Context: an optimization exercise on an open-source flow, tuned for small area. The choices shown serve that exercise and are no tape-out recipe. In this exercise RTL edits were held to simulation tests only and were not proved equivalent to the original. No activity file was given, so power comes from the tool's default toggle rates.

==> flow/design.v (outline; a module is shown in full before it is edited, if it fits) <==
// module can_register: 18 lines
// module can_register_asyn: 23 lines
// module can_register_syn: 23 lines
// module can_register_asyn_syn: 27 lines
// module can_crc: 25 lines
// module can_ibo: 16 lines
// module can_acf: 92 lines
// module can_fifo: 168 lines
// module can_btl: 238 lines
// module can_bsp: 1468 lines
// module can_registers: 719 lines
// module can_top: 391 lines
module can_top
( 
    wb_rst_i,
    wb_dat_i,
    wb_dat_o,
    wb_cyc_i,
    wb_stb_i,
    wb_we_i,
    wb_adr_i,
    wb_ack_o,
  clk_i,
  rx_i,
  tx_o,
  bus_off_on,
  irq_on,
  clkout_o
);
  // ...
==> flow/flow/run.sh <==
#!/bin/bash
# Own layout flow: the standard flow (standard.sh, unchanged synthesis), with
# clock tree synthesis run without dummy loads and with clkbuf_4 sink clusters, and
# the smallest buffer (buf_1) as the port buffer on every input and output.
set -euo pipefail
WORK=$(pwd)
export CTS_ARGS="-sink_clustering_enable -repair_clock_nets -dont_use_dummy_load -buf_list sky130_fd_sc_hd__clkbuf_4 -sink_clustering_size 9 -sink_clustering_max_diameter 40"
export BUFFER_PORTS_ARGS="-buffer_cell sky130_fd_sc_hd__buf_1"
bash standard.sh > "$WORK/standard_flow.log" 2>&1
test -f "$WORK/out/final.def"
==> flow/standard.sh <==
#!/bin/bash
# synth_recipe.tcl (not shown) runs the flow's synth.tcl, then flattens the netlist and writes it again
# the make line also repeats each setting of config.mk as NAME=value (left out here)
make -C /OpenROAD-flow-scripts/flow DESIGN_CONFIG=/design/flow/config.mk WORK_HOME=/design/flow/orfs CLKGATE_MAP_FILE= SYNTH_SCRIPT=/design/flow/synth_recipe.tcl "${@:-finish}"
==> flow/config.mk <==
export PLATFORM = sky130hd
export DESIGN_NAME = can_top
export DESIGN_NICKNAME = can_top
export VERILOG_FILES = /design/flow/design.v
export SDC_FILE = /design/flow/constraint.sdc
export NUM_CORES = 4
export LEC_CHECK = 0
export CAP_MARGIN = 20
export CORE_MARGIN = 2
export CORE_UTILIZATION = 60
export PLACE_DENSITY = 0.75
export SLEW_MARGIN = 20
==> flow/constraint.sdc <==
create_clock -name core_clock -period 10.0 [get_ports {clk_i}]
set_input_delay 2.0000 -clock core_clock [delete_from_list [all_inputs] [get_ports {clk_i}]]
set_output_delay 2.0000 -clock core_clock [all_outputs]
set_load 0.01 [all_outputs]
==> impl_metrics.tcl, run 1 <==
set metrics [dict create \
    multi_input_area_share 0.332 \
    final_cells 6150 \
    grt.total_usage 0.317 \
    r2r_slack_ns 4.47 \
    met2_usage 0.476 \
    dp_cells 5947 \
    busiest_layer "met2" \
    stdcell_area_um2 68800 \
    synthTopCellsByCount "edfxtp_1, nor2_1, nand2_1" \
    core-area_um2 109000 \
    portBuffers 33 \
    synth_cell_types 96 \
    grt_antenna_before_repair 11 \
    finalCritPeriodShare 0.553 \
    cp.required_ns 10.99 \
    crit_start "i_can_bsp.i_can_fifo.rd_info_pointer[0]$_DFFE_PP0P_" \
    met3_usage 0.0765 \
    setup_viol 0 \
    comb-power_uw 398 \
    final_cell_mix "edfxtp_1, nor2_1, nand2_1, dfrtp_1, mux4_2" \
    synth_top_family_by_area "multiplexers" \
    routed-wl-met3_um 20200 \
    drive_gt1_frac 0.148 \
    wl_met2_um 79500 \
    placed_area_um2 67200 \
    crit_chain "buf_4 -> mux4_2 -> mux4_2 -> mux4_2 -> and2_1 -> ha_1 -> inv_1 -> ha_1 -> fa_1 -> a21o_1 -> a21oi_1 -> nor2b_1 -> nor2_1 -> nor2_1 -> nor2_1 -> xnor2_1 -> nand2_1 -> xnor2_1 -> nor2_1" \
    grtUsageMet1 0.449 \
    clockBufferDepth 3 \
    utilization 0.633 \
    yosysTopAreaCell "edfxtp_1" \
    synth_most_common_cell "edfxtp_1" \
    status "complete, no violations" \
]
==> module can_fifo, before the edit <==
module can_fifo
( 
  clk,
  rst,
  wr,
  data_in,
  addr,
  data_out,
  fifo_selected,
  reset_mode,
  release_buffer,
  extended_mode,
  overrun,
  info_empty,
  info_cnt
);
parameter Tp = 1;
input         clk;
input         rst;
input         wr;
input   [7:0] data_in;
input   [5:0] addr;
input         reset_mode;
input         release_buffer;
input         extended_mode;
input         fifo_selected;
output  [7:0] data_out;
output        overrun;
output        info_empty;
output  [6:0] info_cnt;
  reg     [7:0] fifo [0:63];
  reg     [3:0] length_fifo[0:63];
  reg           overrun_info[0:63];
reg     [5:0] rd_pointer;
reg     [5:0] wr_pointer;
reg     [5:0] read_address;
reg     [5:0] wr_info_pointer;
reg     [5:0] rd_info_pointer;
reg           wr_q;
reg     [3:0] len_cnt;
reg     [6:0] fifo_cnt;
reg     [6:0] info_cnt;
reg           latch_overrun;
reg           initialize_memories;
wire    [3:0] length_info;
wire          write_length_info;
wire          fifo_empty;
wire          fifo_full;
wire          info_full;
assign write_length_info = (~wr) & wr_q;
always @ (posedge clk or posedge rst)
begin
  if (rst)
    wr_q <= 1'b0;
  else if (reset_mode)
    wr_q <= 1'b0;
  else
    wr_q <= wr;
end
always @ (posedge clk or posedge rst)
begin
  if (rst)
    len_cnt <= 4'h0;
  else if (reset_mode | write_length_info)
    len_cnt <= 4'h0;
  else if (wr & (~fifo_full))
    len_cnt <= len_cnt + 1'b1;
end
always @ (posedge clk or posedge rst)
begin
  if (rst)
    wr_info_pointer <= 6'h0;
  else if (write_length_info & (~info_full) | initialize_memories)
    wr_info_pointer <= wr_info_pointer + 1'b1;
  else if (reset_mode)
    wr_info_pointer <= rd_info_pointer;
end
always @ (posedge clk or posedge rst)
begin
  if (rst)
    rd_info_pointer <= 6'h0;
  else if (release_buffer & (~info_full))
    rd_info_pointer <= rd_info_pointer + 1'b1;
end
always @ (posedge clk or posedge rst)
begin
  if (rst)
    rd_pointer <= 5'h0;
  else if (release_buffer & (~fifo_empty))
    rd_pointer <= rd_pointer + {2'h0, length_info};
end
always @ (posedge clk or posedge rst)
begin
  if (rst)
    wr_pointer <= 5'h0;
  else if (reset_mode)
    wr_pointer <= rd_pointer;
  else if (wr & (~fifo_full))
    wr_pointer <= wr_pointer + 1'b1;
end
always @ (posedge clk or posedge rst)
begin
  if (rst)
    latch_overrun <= 1'b0;
  else if (reset_mode | write_length_info)
    latch_overrun <= 1'b0;
  else if (wr & fifo_full)
    latch_overrun <= 1'b1;
end
wire fifo_cnt_inc = wr & (~fifo_full) & ((~release_buffer) | (~fifo_empty));
wire fifo_cnt_dec = release_buffer & (~fifo_empty) & ((~wr) | (~fifo_full));
always @ (posedge clk or posedge rst)
begin
  if (rst)
    fifo_cnt <= 7'h0;
  else if (reset_mode)
    fifo_cnt <= 7'h0;
  else if (fifo_cnt_inc | fifo_cnt_dec)
    fifo_cnt <= fifo_cnt + {6'h0, fifo_cnt_inc} - (fifo_cnt_dec ? {3'h0, length_info} : 7'h0);
end
assign fifo_full = fifo_cnt == 7'd64;
assign fifo_empty = fifo_cnt == 7'd0;
wire info_cnt_dec = release_buffer & (~write_length_info) & (~info_empty);
wire info_cnt_inc = write_length_info & (~release_buffer) & (~info_full);
always @ (posedge clk or posedge rst)
begin
  if (rst)
    info_cnt <= 7'h0;
  else if (reset_mode)
    info_cnt <= 7'h0;
  else if (info_cnt_inc | info_cnt_dec)
    info_cnt <= info_cnt + (info_cnt_dec ? 7'h7f : 7'h01);
end
assign info_full = info_cnt == 7'd64;
assign info_empty = info_cnt == 7'd0;
always @ (extended_mode or rd_pointer or addr)
begin
  if (extended_mode)       
    read_address = rd_pointer + (addr - 6'd16);
  else                     
    read_address = rd_pointer + (addr - 6'd20);
end
always @ (posedge clk or posedge rst)
begin
  if (rst)
    initialize_memories <= 1'b1;
  else if (&wr_info_pointer)
    initialize_memories <= 1'b0;
end
  always @ (posedge clk)
  begin
    if (wr & (~fifo_full))
      fifo[wr_pointer] <= data_in;
  end
  assign data_out = fifo[read_address];
  always @ (posedge clk)
  begin
    if (write_length_info & (~info_full) | initialize_memories)
      length_fifo[wr_info_pointer] <= len_cnt & {4{~initialize_memories}};
  end
  assign length_info = length_fifo[rd_info_pointer];
  always @ (posedge clk)
  begin
    if (write_length_info & (~info_full) | initialize_memories)
      overrun_info[wr_info_pointer] <= (latch_overrun | (wr & fifo_full)) & (~initialize_memories);
  end
  assign overrun = overrun_info[rd_info_pointer];
endmodule
==> run 2, diff against run 1 <==
--- a/flow/design.v
+++ b/flow/design.v
@@ -365,12 +365,10 @@
 end
 assign info_full = info_cnt == 7'd64;
 assign info_empty = info_cnt == 7'd0;
-always @ (extended_mode or rd_pointer or addr)
+wire    [3:0] read_offset = extended_mode ? addr[3:0] : (addr[3:0] - 4'd4);
+always @ (read_offset or rd_pointer)
 begin
-  if (extended_mode)       
-    read_address = rd_pointer + (addr - 6'd16);
-  else                     
-    read_address = rd_pointer + (addr - 6'd20);
+  read_address = rd_pointer + {2'b00, read_offset};
 end
 always @ (posedge clk or posedge rst)
 begin
==> impl_metrics.tcl, run 2 <==
set metrics [dict create \
    synth_area_um2 65200 \
    vias_per_cell 6.91 \
    async_flop_share 0.212 \
    max_cap_violations 0 \
    grt.total_usage 0.318 \
    num_rows 120 \
    ys_seq_elements 1439 \
    core-area_um2 108000 \
    drc 0 \
    synthTopCellsByCount "edfxtp_1, nor2_1, mux4_2" \
    switchingPower_uw 2090 \
    dpl.hpwl_um 118000 \
    clockBufferDepth 3 \
    fp.dieW_um 334 \
    min_period_ns 5.80 \
    via_count 41051 \
    dieHeight_um 334 \
    fmax_mhz 172 \
    final.setup.tns_ns 0 \
    cts_hold_buffers 0 \
    synth_cells 4463 \
    portBuffers 33 \
    dr.pass1.iters 9 \
    power_uw 9490 \
    cts_resized 0 \
    ys.flop_type "edfxtp_1" \
    grtUsageMet1 0.465 \
    p_seq_frac 0.679 \
    drt_wl_total_um 176000 \
    busiest_layer "met2" \
    vdd_drop_max_v 0.000103 \
    swShare 0.220 \
    p_int_uw 7410 \
    worstMarginPinSlew_ns 1.21 \
    drt-initial-drc-count 5675 \
    clk_latency_ns 1.18 \
    report.final.slew_viol_count 0 \
    fin_skew_ns 0.147 \
    h-tree-depth 4 \
    seq_area_frac_synth 0.635 \
    cts_made_buffers 195 \
    synth_edf_count 1109 \
    grt_antenna_before_repair 7 \
    met2_usage 0.479 \
    cp.required_ns 11.00 \
    grt_max_degree 154 \
    stdcell_area_um2 68500 \
    grt_first_pass_wirelength_um 261000 \
    largest_register_ffs 512 \
    yosysWarnings 17 \
    cp_max_fo 45 \
    cts_tree "done" \
    finalCritPeriodShare 0.580 \
    wl_per_cell_um 29.6 \
    synthTopCellsByArea "edfxtp_1, mux4_2, dfrtp_1, ha_1, nor2_1" \
    arrival_ns 6.80 \
    synth_most_common_cell "edfxtp_1" \
    regMostFlops "i_can_bsp.i_can_fifo.fifo" \
    yosysTopAreaCell "edfxtp_1" \
    drive_gt1_frac 0.167 \
    initial_core_util 0.607 \
    rsz0062_at_grt "false" \
    syn_nets 4629 \
    status "complete, no violations" \
    worstSetupStartpointType "flip-flop" \
    nets 4699 \
    power_density_nw_per_um2 138 \
    grt_overflow 0 \
    final_common_cell "edfxtp_1" \
    num_io_pins 35 \
    hold_path.class "flip-flop to flip-flop" \
    syn_to_final_growth_pct 5.07 \
    dieArea_um2 111000 \
    crit_type "flip-flop to flip-flop" \
    synth_cell_types 98 \
    synth_top_area_frac 0.510 \
    cts_setup_buffers 0 \
    detail-route-antenna-nets 0 \
    numClockSinks 1439 \
    met3_usage 0.0686 \
    pwr-share-clk 0.285 \
    hold_viol 0 \
    setup_viol 0 \
    hold_ws_ns 0.336 \
    grt_pass1_vias 39734 \
    power.combinational.fraction 0.035 \
    path_clk_slew_ns 0.10 \
    reg_top3 "i_can_bsp.i_can_fifo.fifo x512, i_can_bsp.i_can_fifo.length_fifo x256" \
    leakagePower_uw 0.0206 \
    globalplace.congestion 1.01 \
    relSlewSlack 0.186 \
    placed_area_um2 67000 \
    cts_root_buffer "clkbuf_4" \
    final_cell_mix "edfxtp_1, nor2_1, mux4_2, nand2_1, dfrtp_1" \
    critPathCaptureType "flip-flop" \
    syn_area_per_cell_um2 14.6 \
]
-- run 2: worst max-delay path: stages, from the launching register on --
cell	delay, ns
dfrtp_4	0.96
buf_4	0.78
mux4_2	0.61
mux4_2	0.48
mux4_2	0.54
and2_1	0.19
ha_1	0.27
inv_1	0.04
ha_1	0.21
fa_1	0.41
a21o_1	0.17
a21oi_1	0.21
nor2b_1	0.08
nor2_1	0.10
nor2_1	0.05
nor2_1	0.11
xnor2_1	0.13
nand2_1	0.08
xnor2_1	0.15
nor2_1	0.05
-- run 2: routing by layer --
layer / up-vias / share of wire / routed length, um
li1: 17465 / - / -
met1: 20711 / 0.40 / 70900
met2: 2461 / 0.45 / 79600
met3: 412 / 0.11 / 18500
met4: 2 / 0.037 / 6590
met5: - / 0.000074 / 13
-- run 2: power by group through the flow --
stage	logic (uW)	registers, uW	clock network, uW
after floorplan	222	6560	0
after global placement	324	6580	0
after detailed placement	331	6580	0
after CTS	332	6450	2770
after global routing	363	6450	2970
final	335	6450	2710
-- run 2: path summary, 6_finish.rpt --
check                                                                    start                                             endpoint  slack, ns  cells after the start
hold / removal                                          cs_sync_rst1$_DFF_PP0_                               cs_sync_rst2$_DFF_PP0_       0.34                      0
max in group asynchronous                                             wb_rst_i  i_can_bsp.i_can_fifo.rd_info_pointer[1]$_DFFE_PP0P_       7.54                      3
setup / recovery           i_can_bsp.i_can_fifo.rd_info_pointer[0]$_DFFE_PP0P_         i_can_bsp.i_can_fifo.fifo_cnt[6]$_DFFE_PP0P_       4.20                     19
hold reg to reg                                         cs_sync_rst1$_DFF_PP0_                               cs_sync_rst2$_DFF_PP0_       0.34                      0
setup reg to reg           i_can_bsp.i_can_fifo.rd_info_pointer[0]$_DFFE_PP0P_         i_can_bsp.i_can_fifo.fifo_cnt[6]$_DFFE_PP0P_       4.20                     19
min in group asynchronous                                             wb_rst_i                   i_can_btl.quant_cnt[4]$_DFFE_PP0P_       0.95                      2
-- run 2: cell families (layout without fill, tap and decap cells) --
group,Yosys count,after routing,synth area share
AOI/OAI and AO/OA,786,786,0.0806
xor gates and xnor gates,161,161,0.0218
adders and majority gates,144,144,0.0288
buffers and inverters,347,415,0.0208
DFF,1439,1439,0.635
muxes,447,447,0.131
other,1,7,0.0000575
and+or+nand+nor,1138,1138,0.0817
-- run 2: through the flow --
| stage | util | std cells | worst slack (ns) |
|---|---|---|---|
| floorplan | - | 4463 | 3.96 |
| global placement | 0.623 | 5734 | 3.69 |
| detailed placement | 0.623 | 5735 | 3.61 |
| CTS | 0.637 | 5930 | 4.06 |
| global route | 0.638 | 5940 | 3.66 |
| finish | 0.638 | 5940 | 4.20 |
-- run 2: area by class of cell --
class                      count  area, um2
fill                        7763      39000
sequential                  1439      41500
multi-input combinational   2677      22700
clock buffer                 195       1460
antenna                        6       15.0
timing repair buffer         109        734
inverter                     111        420
tap                         1403       1760
==> run 3, diff against run 2 <==
==> flow/flow/run.sh (replaced) <==
#!/bin/bash
# Own layout flow: the standard flow (standard.sh, unchanged synthesis), with
# clock tree synthesis run without dummy loads and with clkbuf_4 sink clusters, and
# the smallest buffer (buf_1) as the port buffer on every input and output, and ORFS's
# power recovery (downsizing gates off the critical path) after global routing.
set -euo pipefail
WORK=$(pwd)
export CTS_ARGS="-sink_clustering_enable -repair_clock_nets -dont_use_dummy_load -buf_list sky130_fd_sc_hd__clkbuf_4 -sink_clustering_size 9 -sink_clustering_max_diameter 40"
export BUFFER_PORTS_ARGS="-buffer_cell sky130_fd_sc_hd__buf_1"
export RECOVER_POWER=100
bash standard.sh > "$WORK/standard_flow.log" 2>&1
test -f "$WORK/out/final.def"
==> impl_metrics.tcl, run 3 <==
set metrics [dict create \
    power_density_nw_per_um2 139 \
    synth_most_common_cell "edfxtp_1" \
    drt_wl_total_um 176000 \
    relSlewSlack -1.64 \
    hold_path.class "flip-flop to flip-flop" \
    grt_first_pass_wirelength_um 261000 \
    final_common_cell "edfxtp_1" \
    ys_seq_elements 1439 \
    worstSetupStartpointType "flip-flop" \
    initial_core_util 0.607 \
    wl_per_cell_um 29.5 \
    dr.pass1.iters 9 \
    portBuffers 33 \
    synth_edf_count 1109 \
    async_flop_share 0.212 \
    report.final.slew_viol_count 1269 \
    globalplace.congestion 1.01 \
    grt_max_degree 154 \
    so_faults "max-capacitance violations, max-slew violations" \
    synth_cells 4463 \
    regMostFlops "i_can_bsp.i_can_fifo.fifo" \
    syn_area_per_cell_um2 14.6 \
    routed-wl-met3_um 19100 \
    drt-met1-wl_um 70300 \
    cts_resized 0 \
    rsz0062_at_grt "false" \
    clk_latency_ns 1.19 \
    syn_nets 4629 \
    final_cell_mix "edfxtp_1, nor2_1, mux4_2, nand2_1, dfrtp_1" \
    synth_top_area_frac 0.510 \
    synthTopCellsByCount "edfxtp_1, nor2_1, mux4_2" \
    numClockSinks 1439 \
    synth_area_um2 65200 \
    leakagePower_uw 0.0203 \
    vias_per_cell 6.92 \
    fp.dieW_um 334 \
    wl_met2_um 79700 \
    final.setup.tns_ns 0 \
    cts_hold_buffers 0 \
    cts_made_buffers 195 \
    cts_root_buffer "clkbuf_4" \
    critPathCaptureType "flip-flop" \
    fmax_mhz 136 \
    max_cap_violations 32 \
    seq_area_frac_synth 0.635 \
    yosysTopAreaCell "edfxtp_1" \
    grt_overflow 0 \
    utilization 0.635 \
    ys.flop_type "edfxtp_1" \
    drive_gt1_frac 0.151 \
    drc 0 \
    largest_register_ffs 512 \
    num_rows 120 \
    reg_top3 "i_can_bsp.i_can_fifo.fifo x512, i_can_bsp.i_can_fifo.length_fifo x256" \
    final_cells 5942 \
    cp_max_fo 47 \
    grt.total_usage 0.318 \
    grt_pass1_vias 39734 \
    grt_antenna_before_repair 7 \
    via_count 41105 \
    dieHeight_um 334 \
    cts_setup_buffers 0 \
    placed_area_um2 67000 \
    worstMarginPinSlew_ns 3.97 \
    syn_to_final_growth_pct 4.66 \
    finalCritPeriodShare 0.736 \
    num_io_pins 35 \
    min_period_ns 7.36 \
    path_clk_slew_ns 0.10 \
    fin_skew_ns 0.152 \
    nets 4699 \
    cp.required_ns 10.82 \
    maxUsedRoutingLayer "met5" \
    arrival_ns 8.18 \
    status "complete, but fails checks" \
    synth_cell_types 98 \
    clockBufferDepth 3 \
    dpl.hpwl_um 118000 \
    synthTopCellsByArea "edfxtp_1, mux4_2, dfrtp_1, ha_1, nor2_1" \
    drt-initial-drc-count 5590 \
    h-tree-depth 4 \
    crit_type "flip-flop to flip-flop" \
    dieArea_um2 111000 \
    core-area_um2 108000 \
    dp_cells 5735 \
    yosysWarnings 17 \
    setup_viol 0 \
    hold_viol 0 \
    cts_tree "done" \
    stdcell_area_um2 68300 \
    vdd_drop_max_v 0.000104 \
    detail-route-antenna-nets 0 \
]
-- run 3: cell counts after synthesis --
No cell type changed its count.
-- run 3: per-stage QoR --
step	total power, uW	setup slack (ns)	hold slack, ns
floorplan	6780	3.96	0.310
global placement	6900	3.69	0.318
detailed placement	6910	3.61	0.319
CTS	9550	4.06	0.346
global route	9790	2.11	0.347
finish	9490	2.64	0.339
-- run 3: area by class of cell --
type                    count  area [um2]
flip-flops and latches   1439       41500
diodes                      8        20.0
multi-input cells        2677       22600
fillers                  7814       39200
clock buffers             195        1460
well taps                1403        1760
inverters                 111         418
repair buffers            109         564
-- run 3: final timing paths --
| kind | from | to | slack [ns] | cells past startpoint |
|---|---|---|---|---|
| max reg2reg | i_can_registers.CLOCK_DIVIDER_REG_7.data_out$_DFFE_PP0P_ | data_out[4]$_DFFE_PP_ | 2.64 | 10 |
| max | i_can_registers.CLOCK_DIVIDER_REG_7.data_out$_DFFE_PP0P_ | data_out[4]$_DFFE_PP_ | 2.64 | 10 |
| min reg2reg | cs_sync_rst1$_DFF_PP0_ | cs_sync_rst2$_DFF_PP0_ | 0.34 | 0 |
| min | cs_sync_rst1$_DFF_PP0_ | cs_sync_rst2$_DFF_PP0_ | 0.34 | 0 |
| min in group asynchronous | wb_rst_i | i_can_bsp.bit_cnt[4]$_DFFE_PP0P_ | 1.16 | 2 |
| max in group asynchronous | wb_rst_i | i_can_bsp.i_can_fifo.rd_info_pointer[1]$_DFFE_PP0P_ | 3.70 | 3 |
-- run 3: worst max-delay path: stages (launching register included) --
cell	delay [ns]
dfrtp_2	0.39
clkbuf_1	0.83
inv_1	0.37
buf_4	0.51
clkbuf_1	1.88
nand2_1	0.69
o221ai_1	0.44
o21ai_0	0.20
or4_1	0.55
o41ai_1	0.97
nand2_1	0.14
-- run 3: layer usage --
| metal | GRT usage | vias to the layer above |
|---|---|---|
| met3 | 0.0686 | 390 |
| met2 | 0.479 | 2512 |
| met5 | 0 | - |
| met4 | 0.115 | 2 |
| li1 | - | 17473 |
| met1 | 0.465 | 20728 |
-- run 3: report_power, final --
group | switching (uW) | leakage (uW) | internal (uW)
clock | 1810 | 0.000897 | 890
sequential | 44.4 | 0.0119 | 6410
combinational | 223 | 0.00753 | 109
total | 2080 | 0.0203 | 7410
-- run 3: kinds of logic after synthesis --
logic type | count (synthesis) | share of synthesized area
buf+inv | 347 | 0.0208
mux | 447 | 0.131
xor+xnor | 161 | 0.0218
fa+ha+maj | 144 | 0.0288
simple gates | 1138 | 0.0817
other cells | 1 | 0.0000575
flops | 1439 | 0.635
compound gates | 786 | 0.0806

static timing again, ports no longer ideal:
Ports are ideal in the flow. The routed layouts listed here were re-timed in OpenROAD.
Step 1: set_driving_cell puts a clkbuf_16 on clk_i and a buf_2 on each other input, an assumption about the parent block.
Step 2 also shifts input and output timing later by t, the mid clock arrival at the registers, as if the neighbouring blocks saw the same clock.
Slacks: no drivers / after step 1 / after step 2; pairs: no drivers / after step 1.
run | shift t [ns] | slack for setup (ns) | hold WS [ns] | worst setup path after step 2
run 1 | 1.207 | 4.467 / 4.467 / 3.287 | 0.347 / 0.347 / 0.347 | input to register
run 2 | 1.175 | 4.201 / 4.201 / 3.589 | 0.336 / 0.336 / 0.336 | input to register
run 3 | 1.178 | 2.638 / 2.638 / 2.561 | 0.339 / 0.339 / 0.339 | input, reset recovery
For run 1, which loses most, drivers alone change the setup slack by 0.000 ns; drivers and shift together by -1.180 ns. Setup slack includes reset recovery checks.
